This design comes from an exercise in tuning for small area and a short achievable clock period on the open sky130 flow, not from production work. At most, simulation tests tie the RTL to the original design; equivalence was not proved. Only the layout flow was run in runs 2 to 4; the RTL was not checked for function there.

## flow/design.v (module list and top-level ports; edited modules follow where they fit)
// module PWM_duty_cycle: 982 lines
module PWM_duty_cycle (
    input clk,
    input rst,
    input pwm_in,
    output reg [7:0] duty_cycle
);
  // ...
==> flow/run.sh <==
#!/bin/bash
# synth_recipe.tcl (not shown) runs the flow's synth.tcl, then flattens the netlist and writes it again
# the make line also repeats each setting of config.mk as NAME=value (left out here)
make -C /OpenROAD-flow-scripts/flow DESIGN_CONFIG=/design/flow/config.mk WORK_HOME=/design/flow/orfs CLKGATE_MAP_FILE= SYNTH_SCRIPT=/design/flow/synth_recipe.tcl finish
==> flow/config.mk <==
export PLATFORM = sky130hd
export DESIGN_NAME = PWM_duty_cycle
export DESIGN_NICKNAME = PWM_duty_cycle
export VERILOG_FILES = /design/flow/design.v
export SDC_FILE = /design/flow/constraint.sdc
export NUM_CORES = 4
export LEC_CHECK = 0
export CAP_MARGIN = 20
export CORE_MARGIN = 2
export CORE_UTILIZATION = 40
export CTS_BUF_LIST = sky130_fd_sc_hd__clkbuf_4 sky130_fd_sc_hd__clkbuf_8
export SLEW_MARGIN = 20
==> flow/constraint.sdc <==
create_clock -name core_clock -period 110.0 [get_ports {clk}]
set_input_delay 22.0000 -clock core_clock [delete_from_list [all_inputs] [get_ports {clk}]]
set_output_delay 22.0000 -clock core_clock [all_outputs]
set_load 0.01 [all_outputs]
==> metrics.cfg, run 1 <==
[worst_hold_path]
hp-class = flip-flop to flip-flop

[layout]
sh_seq_area_pct = 12.1
nonClkBufAreaFrac_pct = 1.91
clkbuf_count = 9
seq_cell_count = 86
post-route-util_pct = 42.8
multiInputGateArea_sq_mm = 0.0114
largest_class = multi-input combinational cells

[sta]
fin_ws_ps = 86200
tns_ps = 0
drv_slew = 0

[synthesis]
synth_common_cells = fa_1 (167), ha_1 (131), inv_1 (126)
synth_top_family_by_area = adder cells
synth_compound_area_share_pct = 10.8
synth-xor-area-share_pct = 8.36
synth_ff_type = dfxtp_1
synth_warnings = 1

[clock_network]
cts_hold_buffers = 0
htreeDepth = 3
post-cts-setup-buffer-count = 0
path_clk_slew_ps = 100
cts_resized = 0

[worst_setup_path]
cp_max_fo = 14
cp.required_ps = 110320
start_kind = primary input

[floorplanning]
fp.dieW_um = 190
design.core.area_sq_mm = 0.0343
die_h_um = 190

[route]
route.met2.wl_um = 15200
num_vias = 10400

[global_route]
grt_overflow = 0

[placed_design]
hpwl_um = 25400
placedCellCount = 1936

[outcome]
status = finished clean

==> run 2, diff against run 1 <==
--- a/flow/design.v
+++ b/flow/design.v
@@ -952,31 +952,55 @@
     wire [15:0] s4r0 = s4ge0 ? s4d0[15:0] : s4v0[15:0];
     wire [7:0] q = {qr7, s4ge6, s4ge5, s4ge4, s4ge3, s4ge2, s4ge1, s4ge0};
     always @(posedge clk) begin
         pr2 <= s1r14;
         pr3 <= s2r10;
         pr4 <= s3r7;
         qr7 <= s3ge7;
     end
+    wire        ok = ~first & ~tz4[0];    
+    wire [20:0] a_n;
+    wire [15:0] t_n;
+    wire  [7:0] duty_n;
+    wire        first_n;
+    PWM_duty_cycle_next u_next (
+        .pwm_in(pwm_in), .p(p), .ok(ok), .first(first),
+        .a(a), .a_inc(a_inc), .t1(T3), .q(q), .duty(duty_cycle),
+        .a_n(a_n), .t_n(t_n), .duty_n(duty_n), .first_n(first_n)
+    );
     always @(posedge clk) begin
-        if (fe) begin
-            a <= 21'd25;
-            t <= 16'd0;
-        end else begin
-            t <= T3;
-            if (pwm_in) a <= a_inc;
-        end
+        a <= a_n;
+        t <= t_n;
     end
     always @(posedge clk or posedge rst) begin
         if (rst) begin
             p <= 1'b0;
             first <= 1'b1;
             duty_cycle <= 8'd0;
         end else begin
-            if (fe) begin
-                if (!first && !tz4[0]) duty_cycle <= q;
-                first <= 1'b0;
-            end
+            duty_cycle <= duty_n;
+            first <= first_n;
             p <= pwm_in;
         end
     end
 endmodule
+module PWM_duty_cycle_next (
+    input         pwm_in,
+    input         p,
+    input         ok,
+    input         first,
+    input  [20:0] a,
+    input  [20:0] a_inc,
+    input  [15:0] t1,
+    input   [7:0] q,
+    input   [7:0] duty,
+    output [20:0] a_n,
+    output [15:0] t_n,
+    output  [7:0] duty_n,
+    output        first_n
+);
+    wire fe = p & ~pwm_in;               
+    assign a_n = fe ? 21'd25 : (pwm_in ? a_inc : a);
+    assign t_n = fe ? 16'd0 : t1;
+    assign duty_n = (fe & ok) ? q : duty;
+    assign first_n = first & ~fe;
+endmodule
==> flow/config.mk (replaced) <==
export PLATFORM = sky130hd
export DESIGN_NAME = PWM_duty_cycle
export DESIGN_NICKNAME = PWM_duty_cycle
export VERILOG_FILES = /design/flow/design.v
export SDC_FILE = /design/flow/constraint.sdc
export NUM_CORES = 4
export LEC_CHECK = 0
export CAP_MARGIN = 20
export CORE_MARGIN = 2
export CORE_UTILIZATION = 40
export SLEW_MARGIN = 20
export SYNTH_HIERARCHICAL = 1
==> run 2 against run 1 <==
Net effect: sequential cell count unchanged; critical path type unchanged; critical endpoint is now a[11].
==> metrics.cfg, run 2 <==
[synthesis]
postSynthAreaPerCell_sq_um = 9.44
synth_warnings = 7  ; +6
yosys.cell_types.count = 70
synthTopCellsByArea = fa_1 (23%), ha_1 (12%), dfxtp_1 (11%)
synth_edf_count = 0
syn_inst = 1509
ys_ff_latch = 86
yosysSeqAreaShare_pct = 12.5
syn-num-nets = 1810
synth_ff_type = dfxtp_1
yosys.area.top_type_share_pct = 23.5
synth_top_area_cell = fa_1
async_flop_share_pct = 11.6
synth_common_cells = fa_1 (167), ha_1 (131), inv_1 (124)
synth_most_common_cell = fa_1
syn_area_sq_mm = 0.0142

[layout]
fillers = 3481
final_cell_mix = fa_1 (167), ha_1 (131), inv_1 (124)
antenna_cells = 0
post-route-util_pct = 43.0  ; +0.19 points
largest-register = a
final_common_cell = fa_1
multiInputGateArea_sq_mm = 0.0117  ; +3.1%
largest_register_ffs = 21
nets = 1807
drive_gt1_share_pct = 10.7
reg_top3 = a x21, pr4 x16, t x16
syn2layout_area_growth_pct = 6.58
seqCellArea_sq_mm = 0.00177

[floorplanning]
dieArea_sq_mm = 0.0371
fp-row-count = 69
pin_count = 11
die_h_um = 193  ; +1.4%
start_util_pct = 40.3
design.core.area_sq_mm = 0.0353  ; +3.0%
fp.dieW_um = 193  ; +1.4%

[sta]
finalCriticalPeriod_ps = 23670
tns_ps = 0  ; unchanged
setup_viol = 0
final.period_utilization_pct = 21.5
skew_ps = 15.3
hold_violations = 0
drv_slew = 0  ; unchanged
worst_slew_margin_rel_pct = 35.7
tightest_slew_ps = 962
fmax_mhz = 42.2
rsz0062_at_grt = false

[worst_setup_path]
rr_worst_depth = 66
cp_max_fo = 28  ; +14
r2r-start = t[1]
cp_cell_sequence = clkdlybuf4s50_1 > nor2_2 > a22o_1
cp.required_ps = 110300  ; -20 ps
worstSetupPathType = primary input to flip-flop
timing.rr.end = pr4[1]
start_kind = primary input
r2r_slack_ps = 88270
crit_slowest_cell = clkdlybuf4s50_1
critPathMaxStageDelay_ps = 910
end_kind = flip-flop
critical_path_arrival_ps = 23970

[placed_design]
hpwl_um = 26500  ; +4.6%
place.gp.congestion = 0.848
port_buffers = 10

[clock_network]
cts_hold_buffers = 0  ; unchanged
clk_path_buf_depth = 2
insertion_delay_ps = 360
cts-root-buf = clkbuf_16
clock-sinks = 86
cts_resized = 0  ; unchanged
post-cts-setup-buffer-count = 0  ; unchanged
cts_buffers = 9
tritoncts = built
path_clk_slew_ps = 70  ; -30 ps
htreeDepth = 3  ; unchanged

[route]
drtIter0Drc = 450
num_vias = 10500  ; +1.7%
vias_per_cell = 5.34
drt-total-wl_um = 32000
first_pass_iters = 4
wl_per_cell_um = 16.2
drc_errors = 0
final_antenna_net_count = 0

[global_route]
grt_usage_pct = 18.6
grt_pass1_vias = 11200
antenna_found_initial = 0
grt_overflow = 0  ; unchanged
grt_max_degree = 29
grt_pass1_wl_um = 55500

[worst_hold_path]
hp-class = flip-flop to flip-flop
whs_endpoint = duty_cycle[7]
hold_depth = 1
worst_hold_startpoint = qr7

[run]
maxCapViolCount = 0

[outcome]
status = finished clean

-- run 2: per-stage QoR --
step           cell area [sq um]  worst slack, ps  cells  hold WS, ps
2_1_floorplan              14200            87230   1509          440
3_3_place_gp               14900            85940   1956          472
3_5_place_dp               14900            85900   1956          470
4_1_cts                    15200            86280   1972          487
5_1_grt                    15200            86180   1972          502
6_report                   15200            86330   1972          489
-- run 2: final cells by class --
cell class,instances,share of cell area [%]
Inverter,126,3.12
Clock buffer,11,1.74
Multi-Input combinational cell,1244,77.3
Clock inverter,5,0.297
Timing Repair Buffer,39,2.09
Sequential cell,86,11.7
Tap cell,461,3.80
-- run 2: modules after synthesis, one instance, submodules excluded --
module               flops+latches  times used  cell area (sq um)  cells
PWM_duty_cycle_next              0           1                450     60
PWM_duty_cycle                  86           1              13800   1449
-- run 2: worst max path at each step --
stage / start / end / slack, ps / cells after the start
3_5_place_dp: pwm_in / a[11] / 85900 / 3
6_report: pwm_in / a[11] / 86330 / 3
2_1_floorplan: pwm_in / t[10] / 87230 / 4
4_1_cts: pwm_in / a[11] / 86280 / 3
5_1_grt: pwm_in / a[14] / 86180 / 3
3_3_place_gp: pwm_in / a[9] / 85940 / 3
-- run 2: critical path, delay by kind of cell --
| family | cells | cell delay (ps) |
|---|---|---|
| buffers and inverters | 1 | 910 |
| AOI/OAI and AO/OA | 1 | 230 |
| and+or+nand+nor | 1 | 820 |
-- run 2: cell families (layout without fill, tap and decap cells) --
logic type,Yosys count,in the layout,synth area share [%]
adder cells (fa/ha/maj),298,298,35.0
AO/OA/AOI/OAI,226,226,10.6
multiplexers,186,186,14.0
buffers and inverters,179,181,5.30
XOR/XNOR,139,139,8.55
flip-flops,86,86,12.5
AND/OR/NAND/NOR,395,395,14.1
-- run 2: metal layers --
metal	vias up	part of all wire, %	global-route usage, %
li1	5213	-	-
met1	5133	46	23.9
met2	143	49	32.8
met3	41	2.8	2.02
met4	0	2.2	5.31
met5	-	0	0
==> run 3, diff against run 2 <==
--- a/flow/config.mk
+++ b/flow/config.mk
@@ -8,5 +8,5 @@
 export CAP_MARGIN = 20
 export CORE_MARGIN = 2
 export CORE_UTILIZATION = 40
-export SLEW_MARGIN = 20
+export SLEW_MARGIN = 60
 export SYNTH_HIERARCHICAL = 1
==> run 3 against run 2 <==
Net effect: core utilization is 0.33 points higher; highest routed layer unchanged; sequential share of layout area down 0.057 points; hold slack lost 5.1 ps; still clean; critical endpoint is now duty_cycle[6].
==> metrics.cfg, run 3 <==
[global_route]
grt_pass1_vias = 11200  ; +0.54%
grt_usage_pct = 18.6  ; +0.025 points
grt_max_degree = 29  ; unchanged
antenna_found_initial = 0  ; unchanged
grt_overflow = 0  ; unchanged
grt_pass1_wl_um = 55600  ; +0.19%

[route]
first_pass_iters = 5  ; +1
vias_per_cell = 5.33  ; about the same
num_vias = 10500  ; -0.047%
final_antenna_net_count = 0  ; unchanged
drtIter0Drc = 425  ; -5.6%
drc_errors = 0  ; unchanged
wl_per_cell_um = 16.2  ; about the same
drt-total-wl_um = 32000  ; about the same

[worst_setup_path]
start_kind = flip-flop
path_depth = 1  ; -2
cp_num_buf_inv = 1  ; unchanged
worstSetupPathType = flip-flop to output pin
end_kind = output pin
critical_path_arrival_ps = 1250  ; -22720 ps
rr_worst_depth = 67  ; +1.5%
cp_top_family = buffers and inverters
cp_max_fo = 2  ; -93%
crit_slowest_cell = clkdlybuf4s50_1
critPathMaxStageDelay_ps = 540  ; -370 ps
cp_cell_sequence = clkdlybuf4s50_1
cp.required_ps = 88000  ; -22300 ps

[clock_network]
cts-root-buf = clkbuf_16
tritoncts = built
insertion_delay_ps = 370  ; about the same
path_clk_slew_ps = 70  ; about the same
cts_hold_buffers = 0  ; unchanged
htreeDepth = 3  ; unchanged
clk_path_buf_depth = 2  ; unchanged
cts_resized = 0  ; unchanged
post-cts-setup-buffer-count = 0  ; unchanged
cts_buffers = 9  ; unchanged
clock-sinks = 86  ; unchanged

[floorplanning]
pin_count = 11  ; unchanged
dieArea_sq_mm = 0.0371  ; unchanged
design.core.area_sq_mm = 0.0353  ; unchanged
die_h_um = 193  ; unchanged
start_util_pct = 40.3  ; unchanged
fp-row-count = 69  ; unchanged
fp.dieW_um = 193  ; unchanged

[placed_design]
port_buffers = 10  ; unchanged
hpwl_um = 26500  ; -0.24%
place.gp.congestion = 0.848  ; unchanged
placed_area_sq_mm = 0.0149  ; +0.56%

[layout]
fillers = 3403  ; -2.2%
largest_register_ffs = 21  ; unchanged
post-route-util_pct = 43.3  ; +0.33 points
syn2layout_area_growth_pct = 7.41
reg_top3 = a x21, pr4 x16, t x16
final_cell_mix = fa_1 (167), ha_1 (131), inv_1 (121)
antenna_cells = 0  ; unchanged
nets = 1808  ; +0.055%
largest-register = a
final_area_sq_mm = 0.0153  ; +0.77%
drive_gt1_share_pct = 12.6  ; +1.9 points
final_common_cell = fa_1

[sta]
skew_ps = 15.0  ; -0.266 ps
worst_slew_margin_rel_pct = 60.6  ; +25 points
final.period_utilization_pct = 21.1  ; -0.38 points
tightest_slew_ps = 586  ; -375 ps
finalCriticalPeriod_ps = 23250  ; -419 ps
tns_ps = 0  ; unchanged
fmax_mhz = 43.0  ; +1.8%
rsz0062_at_grt = false
drv_slew = 0  ; unchanged
setup_viol = 0  ; unchanged
hold_violations = 0  ; unchanged

[synthesis]
yosys.area.top_type_share_pct = 23.5  ; unchanged
postSynthAreaPerCell_sq_um = 9.44  ; unchanged
synth_warnings = 7  ; unchanged
ys_ff_latch = 86  ; unchanged
synth_edf_count = 0  ; unchanged
synth_most_common_cell = fa_1
synthTopCellsByArea = fa_1 (23%), ha_1 (12%), dfxtp_1 (11%)
syn-num-nets = 1810  ; unchanged
synth_top_area_cell = fa_1
synth_ff_type = dfxtp_1
syn_area_sq_mm = 0.0142  ; unchanged
async_flop_share_pct = 11.6  ; unchanged
yosysSeqAreaShare_pct = 12.5  ; unchanged
syn_inst = 1509  ; unchanged
yosys.cell_types.count = 70  ; unchanged
synth_common_cells = fa_1 (167), ha_1 (131), inv_1 (124)

[worst_hold_path]
hp-class = flip-flop to flip-flop
hold_depth = 1  ; unchanged

[run]
maxCapViolCount = 0  ; unchanged

[outcome]
status = finished clean

-- run 3: modules after synthesis, one instance, submodules excluded --
module	times used	flip-flops and latches	cells inside	cell area, sq um
PWM_duty_cycle	1	86	1449	13800
PWM_duty_cycle_next	1	0	60	450
-- run 3: worst paths after layout --
| kind | slack (ps) | from | to |
|---|---|---|---|
| hold reg to reg | 480 | qr7 | duty_cycle[7] |
| max in group asynchronous | 87690 | rst | first |
| setup reg to reg | 88460 | t[2] | pr4[1] |
| hold / removal | 480 | qr7 | duty_cycle[7] |
| min in group asynchronous | 21950 | rst | p |
| setup / recovery | 86750 | duty_cycle[6] | duty_cycle[6] |
-- run 3: metrics by stage --
stage               hold WS (ps)  instances  worst slack, ps
floorplan                    440       1509            87230
global placement             472       1956            85940
detailed placement           469       1957            86740
CTS                          486       1973            86720
global route                 502       1973            86680
finish                       484       1973            86750
-- run 3: final cells by class --
type	count	area (sq um)	area share, %
clock inverters	6	52.6	0.344
repair buffers	40	318	2.08
clock buffers	10	229	1.50
inverters	126	473	3.09
flip-flops and latches	86	1780	11.6
multi-input cells	1244	11900	77.6
well taps	461	577	3.77
-- run 3: routing by layer --
metal	wire (um)	track usage (%)
met1	14600	23.4
met2	15800	32.9
met3	928	2.60
met4	734	5.64
met5	0	0
-- run 3: cell families after synthesis --
group / count (synthesis) / synth area share [%]
AOI/OAI and AO/OA: 226 / 10.6
xor gates and xnor gates: 139 / 8.55
adders and majority gates: 298 / 35.0
buffers and inverters: 179 / 5.30
DFF: 86 / 12.5
muxes: 186 / 14.0
and+or+nand+nor: 395 / 14.1
==> run 4, diff against run 3 <==
--- a/flow/config.mk
+++ b/flow/config.mk
@@ -8,5 +8,6 @@
 export CAP_MARGIN = 20
 export CORE_MARGIN = 2
 export CORE_UTILIZATION = 40
+export CTS_BUF_LIST = sky130_fd_sc_hd__clkbuf_4 sky130_fd_sc_hd__clkbuf_8
 export SLEW_MARGIN = 60
 export SYNTH_HIERARCHICAL = 1
==> run 4 against run 3 <==
Net effect: critical endpoint unchanged; largest cell class unchanged; via count is 0.29% higher; fmax is 0.16% lower.
==> metrics.cfg, run 4 <==
[outcome]
status = finished clean

[worst_setup_path]
path_depth = 1  ; unchanged
end_kind = output pin
critical_path_arrival_ps = 1290  ; +40 ps
cp-endpoint = duty_cycle[6]
r2r_slack_ps = 88460  ; about the same
worstSetupPathType = flip-flop to output pin
start_kind = flip-flop
cp.required_ps = 88000  ; about the same
setup.worst_path.start = duty_cycle[6]
cp_num_buf_inv = 1  ; unchanged
cp_top_family = buffers and inverters
r2r-start = t[2]
rr_worst_depth = 67  ; unchanged
critPathMaxStageDelay_ps = 540  ; about the same
timing.rr.end = pr4[1]
cp_max_fo = 2  ; unchanged
cp_cell_sequence = clkdlybuf4s50_1
crit_slowest_cell = clkdlybuf4s50_1

[layout]
syn2layout_area_growth_pct = 6.72
seqCellArea_sq_mm = 0.00178  ; unchanged
final_common_cell = fa_1
final_cell_mix = fa_1 (167), ha_1 (131), inv_1 (121)
largest-register = a
fillers = 3416  ; +0.38%
antenna_cells = 0  ; unchanged
drive_gt1_share_pct = 12.7  ; +0.066 points
largest_register_ffs = 21  ; unchanged
multiInputGateArea_sq_mm = 0.0119  ; unchanged
reg_top3 = a x21, pr4 x16, t x16
nets = 1808  ; unchanged

[clock_network]
path_clk_slew_ps = 110  ; +40 ps
tritoncts = built
cts-root-buf = clkbuf_8
clock-sinks = 86  ; unchanged
htreeDepth = 3  ; unchanged
cts_buffers = 9  ; unchanged
cts_hold_buffers = 0  ; unchanged
post-cts-setup-buffer-count = 0  ; unchanged
clk_path_buf_depth = 2  ; unchanged
insertion_delay_ps = 390  ; +20 ps
cts_resized = 0  ; unchanged

[worst_hold_path]
hold_depth = 1  ; unchanged
hp-class = flip-flop to flip-flop

[synthesis]
syn-num-nets = 1810  ; unchanged
synth_warnings = 7  ; unchanged
synth_edf_count = 0  ; unchanged
synth_ff_type = dfxtp_1
syn_area_sq_mm = 0.0142  ; unchanged
yosysSeqAreaShare_pct = 12.5  ; unchanged
postSynthAreaPerCell_sq_um = 9.44  ; unchanged
synthTopCellsByArea = fa_1 (23%), ha_1 (12%), dfxtp_1 (11%)
syn_inst = 1509  ; unchanged
async_flop_share_pct = 11.6  ; unchanged
synth_most_common_cell = fa_1
synth_common_cells = fa_1 (167), ha_1 (131), inv_1 (124)
synth_top_area_cell = fa_1
yosys.area.top_type_share_pct = 23.5  ; unchanged
ys_ff_latch = 86  ; unchanged
yosys.cell_types.count = 70  ; unchanged

[placed_design]
place.gp.congestion = 0.848  ; unchanged
hpwl_um = 26500  ; unchanged
port_buffers = 10  ; unchanged

[floorplanning]
pin_count = 11  ; unchanged
dieArea_sq_mm = 0.0371  ; unchanged
fp.dieW_um = 193  ; unchanged
fp-row-count = 69  ; unchanged
design.core.area_sq_mm = 0.0353  ; unchanged
die_h_um = 193  ; unchanged
start_util_pct = 40.3  ; unchanged

[sta]
fmax_mhz = 42.9  ; -0.16%
finalCriticalPeriod_ps = 23290  ; +37.5 ps
hold_violations = 0  ; unchanged
setup_viol = 0  ; unchanged
worst_slew_margin_rel_pct = 61.4  ; +0.81 points
tightest_slew_ps = 574  ; -12.1 ps
drv_slew = 0  ; unchanged
tns_ps = 0  ; unchanged
rsz0062_at_grt = false
final.period_utilization_pct = 21.2  ; +0.034 points
skew_ps = 14.7  ; -0.352 ps

[route]
final_antenna_net_count = 0  ; unchanged
num_vias = 10600  ; +0.29%
drtIter0Drc = 448  ; +5.4%
drc_errors = 0  ; unchanged
first_pass_iters = 5  ; unchanged
vias_per_cell = 5.35  ; +0.29%
drt-total-wl_um = 32000  ; about the same
wl_per_cell_um = 16.2  ; about the same

[run]
maxCapViolCount = 0  ; unchanged

[global_route]
grt_pass1_vias = 11200  ; +0.11%
grt_max_degree = 29  ; unchanged
grt_pass1_wl_um = 55600  ; about the same
antenna_found_initial = 0  ; unchanged
grt_overflow = 0  ; unchanged
grt_usage_pct = 18.6  ; -0.045 points

## run 4: per-module statistics from Yosys, one instance, submodules excluded
| module | flip-flops and latches | cells | times used | cell area (sq um) |
|---|---|---|---|---|
| PWM_duty_cycle | 86 | 1449 | 1 | 13800 |
| PWM_duty_cycle_next | 0 | 60 | 1 | 450 |
## run 4: how the worst min path moves through the flow
stage | slack [ps] | endpoint | from
2_1_floorplan | 440 | duty_cycle[7] | qr7
6_report | 490 | duty_cycle[7] | qr7
5_1_grt | 510 | first | first
3_3_place_gp | 470 | duty_cycle[7] | qr7
3_5_place_dp | 470 | duty_cycle[7] | qr7
4_1_cts | 490 | duty_cycle[7] | qr7
## run 4: kinds of logic after synthesis
kind of cell               Yosys count  share of synthesized area [%]
xor gates and xnor gates           139                           8.55
adders and majority gates          298                           35.0
muxes                              186                           14.0
buffers and inverters              179                           5.30
DFF                                 86                           12.5
and+or+nand+nor                    395                           14.1
AOI/OAI and AO/OA                  226                           10.6
## run 4: metal layers
layer | routed length, um | share of wire, % | up-vias | global-route usage [%]
li1 | - | - | 5213 | -
met4 | 806 | 2.5 | 0 | 5.84
met5 | 0 | 0 | - | 0
met1 | 14800 | 46 | 5173 | 23.5
met3 | 719 | 2.2 | 46 | 2.25
met2 | 15700 | 49 | 124 | 32.8
## run 4: area by class of cell
| class | instances | share of cell area (%) |
|---|---|---|
| clock buffers | 10 | 0.864 |
| clock inverters | 6 | 0.346 |
| inverters | 126 | 3.11 |
| multi-input cells | 1244 | 78.1 |
| flip-flops and latches | 86 | 11.7 |
| well taps | 461 | 3.80 |
| repair buffers | 40 | 2.09 |
## run 4: stage by stage
stage          hold WS [ps]  instances  utilization, %  setup slack [ps]  instance area [sq um]
6_report                492       1973            43.0             86710                  15200
5_1_grt                 507       1973            43.0             86640                  15200
4_1_cts                 494       1973            42.8             86670                  15100
3_5_place_dp            469       1957            42.3             86740                  14900
3_3_place_gp            472       1956            42.1             85940                  14900
2_1_floorplan           440       1509               -             87230                  14200
## run 4: worst register-to-register path: cells and delay by family (launching register included)
family / cells / cell delay (ps)
flip-flops: 1 / 320
multiplexers: 2 / 650
AND/OR/NAND/NOR: 9 / 2080
adder cells (fa/ha/maj): 43 / 15900
buffers and inverters: 9 / 1520
XOR/XNOR: 1 / 380
AO/OA/AOI/OAI: 3 / 550

==> separate check: timing with driven ports <==
Ports are ideal in the flow. The routed layouts listed here were re-timed in OpenROAD.
Step 1 (the two cells are an assumption about what drives the block):
set clk [get_ports {clk}]
set_driving_cell -lib_cell sky130_fd_sc_hd__clkbuf_16 $clk
set_driving_cell -lib_cell sky130_fd_sc_hd__buf_2 [delete_from_list [all_inputs] $clk]
Step 2, shift: input delay + t, output delay - t, t = (earliest + latest rising clock arrival at the registers) / 2. This alone moves slack from input paths to output paths.
Slacks: ideal / step 1 / step 2; pairs: ideal / step 1.
run | shift t [ns] | setup WS [ns] | pins driven straight from the clock port
run 1 | 0.429 | 86.203 / 86.228 / 85.799 | 1
run 2 | 0.402 | 86.326 / 86.354 / 85.952 | 1
run 3 | 0.407 | 86.745 / 86.698 / 86.743 | 1
run 4 | 0.424 | 86.708 / 86.665 / 86.758 | 1
After both steps setup and hold are still met in every run listed. The setup slack of run 1, which loses most, moves by +0.025 ns with the drivers and by -0.404 ns with both steps.
